This design comes from an exercise in tuning for small area, a short achievable clock period and few clock cycles per item on the open sky130 flow, not from production work.
In this exercise RTL edits were held to simulation tests only and were not proved equivalent to the original.
Power is estimated from default activity; no workload was simulated.

--- flow/config.mk ---
export PLATFORM = sky130hd
export DESIGN_NAME = rsa_wrapper
export DESIGN_NICKNAME = rsa_wrapper
export VERILOG_FILES = /design/flow/design.v
export SDC_FILE = /design/flow/constraint.sdc
export NUM_CORES = 8
export LEC_CHECK = 0
export CAP_MARGIN = 30
export CORE_MARGIN = 2
export CORE_UTILIZATION = 35
export SETUP_SLACK_MARGIN = 5
export SLEW_MARGIN = 50
--- flow/constraint.sdc ---
create_clock -name core_clock -period 9.0 [get_ports {clk}]
set_input_delay 1.8000 -clock core_clock [delete_from_list [all_inputs] [get_ports {clk}]]
set_output_delay 1.8000 -clock core_clock [all_outputs]
set_load 0.01 [all_outputs]
--- flow/design.v ---
`timescale 1ns / 1ps
module csel_add #(parameter W = 130) (
    input  wire [W-1:0] a,
    input  wire [W-1:0] b,
    input  wire         cin,
    output wire [W-1:0] s,
    output wire         cout);
    localparam L = W / 2;
    localparam H = W - L;
    wire [L:0] lo  = {1'b0, a[L-1:0]} + {1'b0, b[L-1:0]} + {{L{1'b0}}, cin};
    wire [H:0] hi0 = {1'b0, a[W-1:L]} + {1'b0, b[W-1:L]};
    wire [H:0] hi1 = {1'b0, a[W-1:L]} + {1'b0, b[W-1:L]} + {{H{1'b0}}, 1'b1};
    wire [H:0] hi  = lo[L] ? hi1 : hi0;
    assign s    = {hi[H-1:0], lo[L-1:0]};
    assign cout = hi[H];
endmodule
`timescale 1ns / 1ps
module rsa_core (
    input  wire         clk,
    input  wire         rst,
    input  wire         start,
    input  wire         enc,
    input  wire [1:0]   ph,       
    input  wire [129:0] msg_t,    
    input  wire [129:0] exp_t,    
    input  wire [129:0] r2_t,     
    input  wire [511:0] nmod,
    output reg          finish,
    output wire [511:0] result);
    localparam W  = 515;    
    localparam CW = 130;    
    localparam ST_IDLE  = 4'd0;
    localparam ST_LDA   = 4'd1;
    localparam ST_LDX   = 4'd2;
    localparam ST_PRIM1 = 4'd3;
    localparam ST_PRIM2 = 4'd4;
    localparam ST_ITER  = 4'd5;
    localparam ST_CNV   = 4'd6;
    localparam ST_WAIT  = 4'd7;
    localparam ST_ONE   = 4'd8;
    localparam ST_CORR  = 4'd9;
    localparam ST_ALN   = 4'd10;
    localparam OP_C1  = 3'd0;   
    localparam OP_C2  = 3'd1;   
    localparam OP_SQ  = 3'd2;   
    localparam OP_MU  = 3'd3;   
    localparam OP_FIN = 3'd4;   
    reg [3:0] st;
    reg [2:0] op;
    reg [1:0] k;
    reg [7:0] it;
    reg [7:0] fi;
    reg       first;
    reg [519:0] A;
    reg [519:0] X;
    reg [W-1:0] S;
    reg [W-1:0] C;
    reg         cl;
    reg         cy;
    assign result = A[511:0];
    wire iter = (st == ST_ITER);
    reg [1:0] ecc;
    reg [7:0] eco;
    reg       ebit, ebv, scanning, found;
    wire      eb_now = exp_t[eco];
    wire      ehere  = (ph == ecc);
    wire      ezero  = (ecc == 2'd0) && (eco == 8'd0);
    wire [1:0] ecc_m = (eco == 8'd0) ? ecc - 2'd1 : ecc;
    wire [7:0] eco_m = (eco == 8'd0) ? 8'd129 : eco - 8'd1;
    wire [515:0] Abits = {A[513], A[513], A[513:0]};
    wire [515:0] Xbits = {X[513], X[513], X[513:0]};
    wire         src_a   = (op == OP_SQ);
    wire         src_one = (op == OP_FIN);
    wire         fi_ok   = (fi <= 8'd128);
    wire [3:0]   ga = Abits[4*fi +: 4];
    wire [3:0]   gx = Xbits[4*fi +: 4];
    wire         gsign = src_a ? A[513] : X[513];
    wire [3:0]   gfetch = !fi_ok ? {4{gsign & ~src_one}} :
                          src_one ? ((fi == 8'd0) ? 4'b0001 : 4'b0000) :
                          src_a ? ga : gx;
    reg [3:0] gn;     
    reg       gnp;    
    wire n0s1 = gn[0] ^ gnp;
    wire n0s2 = (gn[1] & ~gn[0] & ~gnp) | (~gn[1] & gn[0] & gnp);
    wire n0n  = gn[1] & ~(gn[0] & gnp);
    wire n1s1 = gn[2] ^ gn[1];
    wire n1s2 = (gn[3] & ~gn[2] & ~gn[1]) | (~gn[3] & gn[2] & gn[1]);
    wire n1n  = gn[3] & ~(gn[2] & gn[1]);
    reg a0s1, a0s2, a0n, a1s1, a1s2, a1n;
    reg q0p1, q0m1, q0p2, q1p1, q1m1, q1p2;    
    wire [515:0] B  = {A[513], A[513], A[513:0]};
    wire [513:0] Mx = {2'b00, nmod};
    wire [513:0] Mn = ~Mx;
    wire [515:0] pa0r = (({516{a0s1}} & B) | ({516{a0s2}} & {B[514:0], 1'b0})) ^ {516{a0n}};
    wire [515:0] pa0  = {~pa0r[515], pa0r[514:0]};
    wire [515:0] pa1r = (({516{a1s1}} & B) | ({516{a1s2}} & {B[514:0], 1'b0})) ^ {516{a1n}};
    wire [515:0] pa1  = {~pa1r[515], pa1r[514:0]};
    wire [513:0] pq0l = ({514{q0p1}} & Mx) | ({514{q0m1}} & {Mn[513:1], 1'b1}) | ({514{q0p2}} & {Mx[512:0], 1'b0});
    wire [515:0] pq0  = first ? {~q0m1, q0m1, pq0l} : {1'b0, ~q0m1, pq0l};
    wire [513:0] pq1l = ({514{q1p1}} & Mx) | ({514{q1m1}} & {Mn[513:1], 1'b1}) | ({514{q1p2}} & {Mx[512:0], 1'b0});
    wire [515:0] pq1  = {1'b0, ~q1m1, pq1l};
    wire [515:0] xs  = {1'b0, S};
    wire [515:0] xc  = {1'b0, C};
    wire [515:0] sa  = xs ^ xc ^ pa0;
    wire [515:0] ca  = (xs & xc) | (xs & pa0) | (xc & pa0);
    wire [517:0] pq0x = {2'b00, pq0};
    wire [517:0] pa1x = {pa1, a1n, 1'b0};
    wire [517:0] pq1x = {pq1, a1n, 1'b0};
    wire [517:0] sb  = pq0x ^ pa1x ^ pq1x;
    wire [517:0] cb  = (pq0x & pa1x) | (pq0x & pq1x) | (pa1x & pq1x);
    wire [517:0] sax = {2'b00, sa};
    wire [517:0] cax = {1'b0, ca, cl};
    wire [517:0] sc  = sax ^ cax ^ sb;
    wire [517:0] cc  = (sax & cax) | (sax & sb) | (cax & sb);
    wire [518:0] scx = {1'b0, sc};
    wire [518:0] ccx = {cc, 1'b0};
    wire [518:0] cbx = {cb, a0n};
    wire [518:0] sd  = scx ^ ccx ^ cbx;
    wire [518:0] cd  = (scx & ccx) | (scx & cbx) | (ccx & cbx);
    wire [W-1:0] s_nx  = sd[518:4];
    wire [W-1:0] c_nx  = cd[517:3];
    wire         cl_nx = (|sd[3:0]) | (|cd[2:0]);
    reg  [7:0] pa_r;     
    wire [7:0] m8   = nmod[7:0];
    wire [7:0] q0m8 = ({8{q0p1}} & m8) | ({8{q0m1}} & {~m8[7:1], 1'b1}) | ({8{q0p2}} & {m8[6:0], 1'b0});
    wire [5:0] q1m6 = ({6{q1p1}} & m8[5:0]) | ({6{q1m1}} & {~m8[5:1], 1'b1}) | ({6{q1p2}} & {m8[4:0], 1'b0});
    wire [7:0] T    = S[7:0] + C[7:0] + {7'd0, cl} + pa_r + q0m8 + {q1m6, 2'b00};
    wire [3:0] Z4   = iter ? T[7:4] : 4'd0;
    wire [7:0] pn0  = (({8{n0s1}} & B[7:0]) | ({8{n0s2}} & {B[6:0], 1'b0})) ^ {8{n0n}};
    wire [7:0] pn1  = (({8{n1s1}} & B[7:0]) | ({8{n1s2}} & {B[6:0], 1'b0})) ^ {8{n1n}};
    wire [7:0] pa_n = pn0 + {7'd0, n0n} + {pn1[5:0], 2'b00} + {5'd0, n1n, 2'b00};
    wire [3:0] K0   = pn0[3:0] + {3'd0, n0n};
    wire [1:0] L0   = Z4[1:0] + K0[1:0];
    wire       nq0p1 = L0[0] & (L0[1] != nmod[1]);
    wire       nq0m1 = L0[0] & (L0[1] == nmod[1]);
    wire       nq0p2 = (L0 == 2'd2);
    wire [3:0] q0m4 = ({4{nq0p1}} & m8[3:0]) | ({4{nq0m1}} & {~m8[3:1], 1'b1}) | ({4{nq0p2}} & {m8[2:0], 1'b0});
    wire [3:0] Wv   = Z4 + K0 + q0m4;
    wire [1:0] L1   = Wv[3:2] + pn1[1:0] + {1'b0, n1n};
    wire       nq1p1 = L1[0] & (L1[1] != nmod[1]);
    wire       nq1m1 = L1[0] & (L1[1] == nmod[1]);
    wire       nq1p2 = (L1 == 2'd2);
    reg  sel_cnv, sel_lda, sel_ldx, sel_corr;
    wire [519:0]  nme = {8'b0, nmod};
    wire [CW-1:0] nch = nme[CW*k +: CW];
    wire [CW-1:0] op1 = ({CW{sel_cnv}} & S[CW-1:0]) | ({CW{sel_corr}} & A[CW-1:0]);
    wire [CW-1:0] op2 = ({CW{sel_cnv}} & C[CW-1:0]) | ({CW{sel_lda}} & r2_t) |
                        ({CW{sel_ldx}} & msg_t) | ({CW{sel_corr}} & nch);
    wire          cin = (k == 2'd0) ? ((st == ST_CNV) ? cl : (st == ST_ONE)) : cy;
    wire [CW-1:0] sum;
    wire          cout;
    csel_add #(.W(CW)) cadd (.a(op1), .b(op2), .cin(cin), .s(sum), .cout(cout));
    wire cnv_a = (op != OP_C1);
    wire cnv_x = (op == OP_C1) || (op == OP_C2);
    wire a_we = (st == ST_LDA) || (st == ST_ONE) || (st == ST_CORR) || ((st == ST_CNV) && cnv_a);
    wire x_we = (st == ST_LDX) || ((st == ST_CNV) && cnv_x);
    always @(posedge clk) begin
        if (a_we) A <= {sum, A[519:CW]};
        if (x_we) X <= {sum, X[519:CW]};
        cy <= cout;
        if (iter) begin
            S  <= s_nx;
            C  <= c_nx;
            cl <= cl_nx;
        end else begin
            S  <= {{CW{1'b0}}, S[W-1:CW]};
            C  <= {{CW{1'b0}}, C[W-1:CW]};
            cl <= 1'b0;
        end
    end
    always @(posedge clk) begin
        if (st == ST_PRIM1) begin
            gn  <= gfetch;
            gnp <= 1'b0;
            fi  <= fi + 8'd1;
        end else if (st == ST_PRIM2 || iter) begin
            a0s1 <= n0s1; a0s2 <= n0s2; a0n <= n0n;
            a1s1 <= n1s1; a1s2 <= n1s2; a1n <= n1n;
            q0p1 <= nq0p1; q0m1 <= nq0m1; q0p2 <= nq0p2;
            q1p1 <= nq1p1; q1m1 <= nq1m1; q1p2 <= nq1p2;
            pa_r <= pa_n;
            gnp  <= gn[3];
            gn   <= gfetch;
            fi   <= fi + 8'd1;
        end else begin
            fi   <= 8'd0;
        end
        first <= (st == ST_PRIM2);
    end
    wire [7:0] it_last = (op == OP_C2) ? 8'd253 : 8'd128;
    wire       zsign   = sum[513 - 3*CW];    
    reg [3:0] st_n;
    reg [1:0] k_n;
    always @(*) begin
        st_n = st;
        k_n  = k;
        case (st)
        ST_IDLE:  if (start) st_n = ST_ALN;
        ST_ALN:   if (ph == 2'd3) begin st_n = ST_LDA; k_n = 2'd0; end
        ST_LDA:   begin k_n = k + 2'd1; if (k == 2'd3) st_n = ST_LDX; end
        ST_LDX:   begin k_n = k + 2'd1; if (k == 2'd3) st_n = ST_PRIM1; end
        ST_PRIM1: st_n = ST_PRIM2;
        ST_PRIM2: st_n = ST_ITER;
        ST_ITER:  if (it == it_last) begin st_n = ST_CNV; k_n = 2'd0; end
        ST_CNV: begin
            k_n = k + 2'd1;
            if (k == 2'd3) begin
                if (op == OP_C2)        st_n = ST_WAIT;
                else if (op == OP_FIN)  st_n = zsign ? ST_CORR : ST_IDLE;
                else                    st_n = ST_PRIM1;
            end
        end
        ST_WAIT: if (!scanning) begin
            if (!found) begin st_n = ST_ONE; k_n = 2'd0; end
            else st_n = ST_PRIM1;
        end
        ST_ONE, ST_CORR: begin k_n = k + 2'd1; if (k == 2'd3) st_n = ST_IDLE; end
        default: st_n = ST_IDLE;
        endcase
        if (rst) st_n = ST_IDLE;
    end
    always @(posedge clk) begin
        st <= st_n;
        k  <= k_n;
        sel_cnv  <= (st_n == ST_CNV);
        sel_lda  <= (st_n == ST_LDA);
        sel_ldx  <= (st_n == ST_LDX);
        sel_corr <= (st_n == ST_CORR);
    end
    always @(posedge clk) begin
        finish <= 1'b0;
        if (rst) begin
            scanning <= 1'b0;
        end else begin
            if (scanning && ehere) begin
                if (eb_now) begin
                    scanning <= 1'b0;
                    found    <= 1'b1;
                end else if (ezero) begin
                    scanning <= 1'b0;
                    found    <= 1'b0;
                end else begin
                    ecc <= ecc_m;
                    eco <= eco_m;
                end
            end
            if (!scanning && !ebv && ehere) begin
                ebit <= eb_now;
                ebv  <= 1'b1;
            end
            case (st)
            ST_IDLE: begin
                if (start) begin
                    scanning <= 1'b1;
                    found    <= 1'b0;
                    ebv      <= 1'b1;
                    ecc      <= enc ? 2'd0 : 2'd3;
                    eco      <= enc ? 8'd15 : 8'd121;
                end
            end
            ST_LDX: if (k == 2'd3) op <= OP_C1;
            ST_PRIM2: it <= 8'd0;
            ST_ITER: it <= it + 8'd1;
            ST_CNV: begin
                if (k == 2'd3) begin
                    case (op)
                    OP_C1: op <= OP_C2;
                    OP_C2: ;
                    OP_SQ, OP_MU: begin
                        if (op == OP_SQ && ebit) begin
                            op <= OP_MU;
                        end else if (ezero) begin
                            op <= OP_FIN;
                        end else begin
                            ecc <= ecc_m;
                            eco <= eco_m;
                            ebv <= 1'b0;
                            op  <= OP_SQ;
                        end
                    end
                    default: if (!zsign) finish <= 1'b1;   
                    endcase
                end
            end
            ST_WAIT: begin
                if (!scanning && found) begin
                    if (ezero) begin
                        op <= OP_FIN;
                    end else begin
                        ecc <= ecc_m;
                        eco <= eco_m;
                        ebv <= 1'b0;
                        op  <= OP_SQ;
                    end
                end
            end
            ST_ONE, ST_CORR: if (k == 2'd3) finish <= 1'b1;
            default: ;
            endcase
        end
    end
endmodule
`timescale 1ns / 1ps
module rsa_wrapper #(parameter N = 512, parameter LOGN = 9)
(
    input           clk,
    input           resetn,
    input  [  31:0] arm_to_fpga_cmd,
    input           arm_to_fpga_cmd_valid,
    output          fpga_to_arm_done,
    input           fpga_to_arm_done_read,
    input           arm_to_fpga_data_valid,
    output          arm_to_fpga_data_ready,
    input  [N-1:0] arm_to_fpga_data,
    output          fpga_to_arm_data_valid,
    input           fpga_to_arm_data_ready,
    output [N-1:0] fpga_to_arm_data);
    reg st_idle, st_rd, st_wr, st_comp, st_done;
    reg [2:0] slot;
    wire cmd_go   = st_idle & arm_to_fpga_cmd_valid;
    wire start    = cmd_go & arm_to_fpga_cmd[0];
    wire core_fin;
    always @(posedge clk) begin
        if (resetn == 1'b0) begin
            st_idle <= 1'b1;
            st_rd   <= 1'b0;
            st_wr   <= 1'b0;
            st_comp <= 1'b0;
            st_done <= 1'b0;
            slot    <= 3'd0;
        end else begin
            if (cmd_go) begin
                st_idle <= 1'b0;
                case (arm_to_fpga_cmd[1:0])
                    2'd0:    st_rd   <= 1'b1;
                    2'd2:    st_wr   <= 1'b1;
                    default: st_comp <= 1'b1;
                endcase
            end
            if (rd_ready & arm_to_fpga_data_valid) begin
                st_rd   <= 1'b0;
                st_done <= 1'b1;
                slot    <= (slot == 3'd4) ? 3'd0 : slot + 3'd1;
            end
            if (st_wr & fpga_to_arm_data_ready) begin
                st_wr   <= 1'b0;
                st_done <= 1'b1;
            end
            if (st_comp & core_fin) begin
                st_comp <= 1'b0;
                st_done <= 1'b1;
            end
            if (st_done & fpga_to_arm_done_read) begin
                st_done <= 1'b0;
                st_idle <= 1'b1;
            end
        end
    end
    reg  [1:0]   ph;
    reg  [1:0]   lc;
    reg  [519:0] msg_r, exp_r, r2_r;
    reg  [N-1:0] nmod;
    wire [519:0] din_e  = {8'b0, arm_to_fpga_data};
    wire [129:0] dchunk = din_e[130*ph +: 130];
    wire         ring_slot = (slot != 3'd2) && (slot != 3'd3);
    wire         rd_ready  = st_rd & (~ring_slot | (lc == 2'd3));
    always @(posedge clk) begin
        if (resetn == 1'b0) ph <= 2'd0;
        else                ph <= ph + 2'd1;
        if (st_rd && arm_to_fpga_data_valid) lc <= lc + 2'd1;
        else if (!st_rd)                     lc <= 2'd0;
        msg_r <= {(st_rd && slot == 3'd0) ? dchunk : msg_r[129:0], msg_r[519:130]};
        exp_r <= {(st_rd && slot == 3'd1) ? dchunk : exp_r[129:0], exp_r[519:130]};
        r2_r  <= {(st_rd && slot == 3'd4) ? dchunk : r2_r[129:0],  r2_r[519:130]};
        if (st_rd && slot == 3'd2) nmod <= arm_to_fpga_data;
    end
    rsa_core core (
        .clk    (clk),
        .rst    (~resetn),
        .start  (start),
        .enc    (~arm_to_fpga_cmd[1]),
        .ph     (ph),
        .msg_t  (msg_r[129:0]),
        .exp_t  (exp_r[129:0]),
        .r2_t   (r2_r[129:0]),
        .nmod   (nmod),
        .finish (core_fin),
        .result (fpga_to_arm_data));
    assign fpga_to_arm_done       = st_done;
    assign arm_to_fpga_data_ready = rd_ready;
    assign fpga_to_arm_data_valid = st_wr;
endmodule
--- flow/run.sh ---
#!/bin/bash
# synth_recipe.tcl (not shown) runs the flow's synth.tcl, then flattens the netlist and writes it again
# the make line also repeats each setting of config.mk as NAME=value (left out here)
make -C /OpenROAD-flow-scripts/flow DESIGN_CONFIG=/design/flow/config.mk WORK_HOME=/design/flow/orfs CLKGATE_MAP_FILE= SYNTH_SCRIPT=/design/flow/synth_recipe.tcl finish
==> key figures <==
Synth
  – Yosys top cell by area: dfxtp_1
  – Yosys reg bits: 4225
  – Mapped cell area: 235000 um2
  – Yosys warning total: 2
  – Avg Synthesized Cell Area: 11.3 um2
  – Ys async rst share: 0
  – Yosys cell types: 105
  – Most frequent cells after synthesis: nand2_1 (2827), inv_1 (2665), dfxtp_1 (2621)
  – Synth Flop Type: dfxtp_1
  – Most frequent cell after synthesis: nand2_1
  – Synth top area share: 0.223
  – EDFF count, synth: 1604
  – Cells after Synth: 20834
  – Post-synthesis sequential area ratio: 0.428
  – Mapped Nets: 23642
  – Synth area leaders: dfxtp_1 (22%), edfxtp_1 (20%), fa_1 (18%)

Timing
  – Worst hold margin: 0.266 ns
  – Final min period: 7.19 ns
  – Tcrit/Tclk final: 0.799
  – Actual slew at the worst max-slew pin: 0.896 ns
  – Slew headroom: 0.398
  – Fin. Hold Viols: 0
  – RSZ-0062 raised after global routing: yes
  – Clock skew: 0.142 ns
  – FMAX: 139 MHz
  – Final setup viols: 0
  – Worst setup margin: 1.81 ns
  – Fin. max-slew vios: 0

Placement
  – Hpwl dp: 675 mm
  – Worst slack, placed: 1.14 ns
  – Gpl congestion: 0.959
  – IO buf count: 1034

Clocking
  – Hold_buf cts: 0
  – CTS tree: yes
  – Num CTS Buffers: 459
  – Clock sink count: 4225
  – Worst-path clk slew: 0.07 ns
  – Clock Tree Buf Depth: 4
  – Root Driver: clkbuf_16
  – Clk latency of the worst-skew pair: 1.13 ns
  – H-tree level count: 5

Worst hold path
  – Worst Hold Path Cells: 0
  – Hold Crit Endpoint: exp_r[89]
  – Hold path start: exp_r[219]
  – Hold WC Path Type: register to register

Detailed routing
  – Routed wire length per instance: 33.3 um
  – Vias per inst: 5.73
  – Antenna Nets Post-Route: 0
  – Final wirelength: 1050 mm
  – Pre-antenna DRT Iters: 9
  – Via count: 180767
  – Initial DRC count: 23776
  – DRC violations left: 0

Layout
  – Nets: 24924
  – Multi-input logic area: 126000 um2
  – Fillers: 61298
  – Utilization after layout: 0.439
  – P&R area growth vs syn: 25.2%
  – Reg area: 101000 um2
  – Share of cells above drive strength 1: 0.217

GRT
  – Largest net degree at the start of global routing: 135
  – First-pass GRT wire length: 1410 mm
  – Antenna violations before repair: 104
  – Tot GR Track Use: 0.292
  – GRT overflow: 0
  – Vias in the first global route: 176341

Worst setup path
  – CP Class: register to register
  – CP Launch Type: register
  – CP max stage delay: 0.51 ns
  – Depth of the most critical reg-to-reg path: 32
  – CP Data Required Time: 9.89 ns
  – CP Capture Type: register
  – Arrival time worst endpoint: 8.09 ns
  – Reg-to-Reg Start: core.q0m1
  – CP max FO: 5
  – Flop2flop setup slack: 1.81 ns
  – FF-to-FF End: core.q1p1
  – CP max stage cell: fa_1
  – Cell mode on critical path: xnor2_1

Floorplanning
  – # rows: 301
  – Die Area: 678000 um2
  – Core area: 671000 um2
  – Chip height: 824 um
  – Die X-Extent: 824 um
  – Initial Utilization: 0.351
  – IO Count: 1065

Pwr
  – Pwr dens: 190 nW/um2
  – Worst vdd ir: 179 uV
  – LEAKAGE: 0.121 uW

Flow run
  – Max_cap viols: 0

Status
  – Run status: finished clean
-- sequential cells by signal (all words and copies together) (netlist names), 512 cells and up --
register,cells
core.A,520
core.C,515
core.S,514
core.X,520
exp_r,520
msg_r,520
nmod,512
r2_r,520
-- critical path, delay by kind of cell (launching register included) --
family | cells | cell delay (ns)
AO/OA/AOI/OAI | 6 | 1.20
XOR/XNOR | 11 | 1.80
adder cells (fa/ha/maj) | 7 | 2.68
buffers and inverters | 5 | 0.57
flip-flops | 1 | 0.39
AND/OR/NAND/NOR | 3 | 0.32
-- stage by stage --
stage                     area, um2  setup TNS (ns)  power [uW]  std cells
after floorplan              235000          -67.09       29400      20834
after global placement       251000               0       33800      29329
after detailed placement     252000               0       34100      29375
after CTS                    286000               0       55500      31169
after global routing         294000               0       57700      31487
final                        294000               0       56000      31522
-- worst max-delay path by stage --
stage                     from   endpoint  slack, ns  cells after the start
floorplan           core.st[3]  core.A[0]      -0.13                      5
global placement     core.q0m1  core.q1p1       0.89                     31
detailed placement   core.q0m1  core.q1p1       1.14                     31
CTS                  core.q0m1  core.q1p1       1.78                     31
global route         core.q0m1  core.q1p1       1.59                     32
finish               core.q0m1  core.q1p1       1.81                     32
-- logic make-up (layout without fill, tap and decap cells) --
kind of cell,after synthesis,count (layout),share of synthesized area
simple gates,4649,4650,0.0812
buf+inv,4423,6114,0.0790
flops,4225,4225,0.428
compound gates,2983,2983,0.0998
fa+ha+maj,2258,2258,0.187
xor+xnor,1265,1265,0.0473
mux,1031,1031,0.0782
other cells,0,58,0
-- where the power goes --
| group | internal [uW] | switching (uW) | total (uW) |
|---|---|---|---|
| logic | 5000 | 7680 | 12700 |
| registers | 21800 | 1100 | 22900 |
| clock network | 11600 | 8800 | 20400 |
-- layer usage --
| metal | part of all wire | track usage |
|---|---|---|
| met5 | 0.00045 | 0 |
| met4 | 0.086 | 0.187 |
| met3 | 0.13 | 0.0968 |
| met2 | 0.42 | 0.433 |
| met1 | 0.36 | 0.365 |
-- cells in the final DEF (no fill, tap or decap), types with 579 or more instances in the layout --
cell             synthesis  final
fa_1                  2082   1991
a22oi_1               1044   1041
clkdlybuf4s50_1          0    618
inv_1                 2665   2608
dfxtp_1               2621   2604
buf_4                  514    875
mux4_2                 608    608
edfxtp_1              1604   1604
nand2_1               2827   2751
xnor2_1                657    579
nor2_1                1183   1080
-- repair_timing --
action / CTS / global route
buffers inserted: 803 / 226
pin swaps: 241 / 672
gates resized for setup: 2050 / 996
gates cloned: 120 / 60
endpoints found under the setup margin: 1568 / 972
-- area by class of cell --
type	instances	area share
clock buffers	644	0.0466
well taps	8938	0.0380
repair buffers	2570	0.103
inverters	2670	0.0343
repair inverters	3	0.0000892
multi-input cells	12187	0.428
clock inverters	227	0.00855
diodes	58	0.000493
flip-flops and latches	4225	0.342
Testbench counts, summed over its fixed seeds: cycles 443,729, ops 12.

[afterwards: timing with drivers on the ports]
Ports are ideal in the flow. The routed layout listed here was re-timed in OpenROAD.
Step 1 sets driving cells, clkbuf_16 on the clock port and buf_2 on the other inputs (assumed; they add their load-dependent delay and slew).
Step 2 adds t to the input delays and takes it off the output delays; t is the mean of the earliest and latest rising clock arrival at the registers after step 1. Input paths then give back, and output paths get back, about the clock's delay inside the block.
a / b / c = no drivers / after step 1 / after step 2; a / b = the first two.
t, ns: 1.206
setup slack, ns: 1.806 / 1.806 / 1.806
worst setup path at the end: register to register
worst data-port slew with drivers (ns): 0.13
pins driven straight from the clock port: 1
After both steps this run still meets setup and hold. For this run, drivers alone change the setup slack by 0.000 ns; drivers and shift together by 0.000 ns.
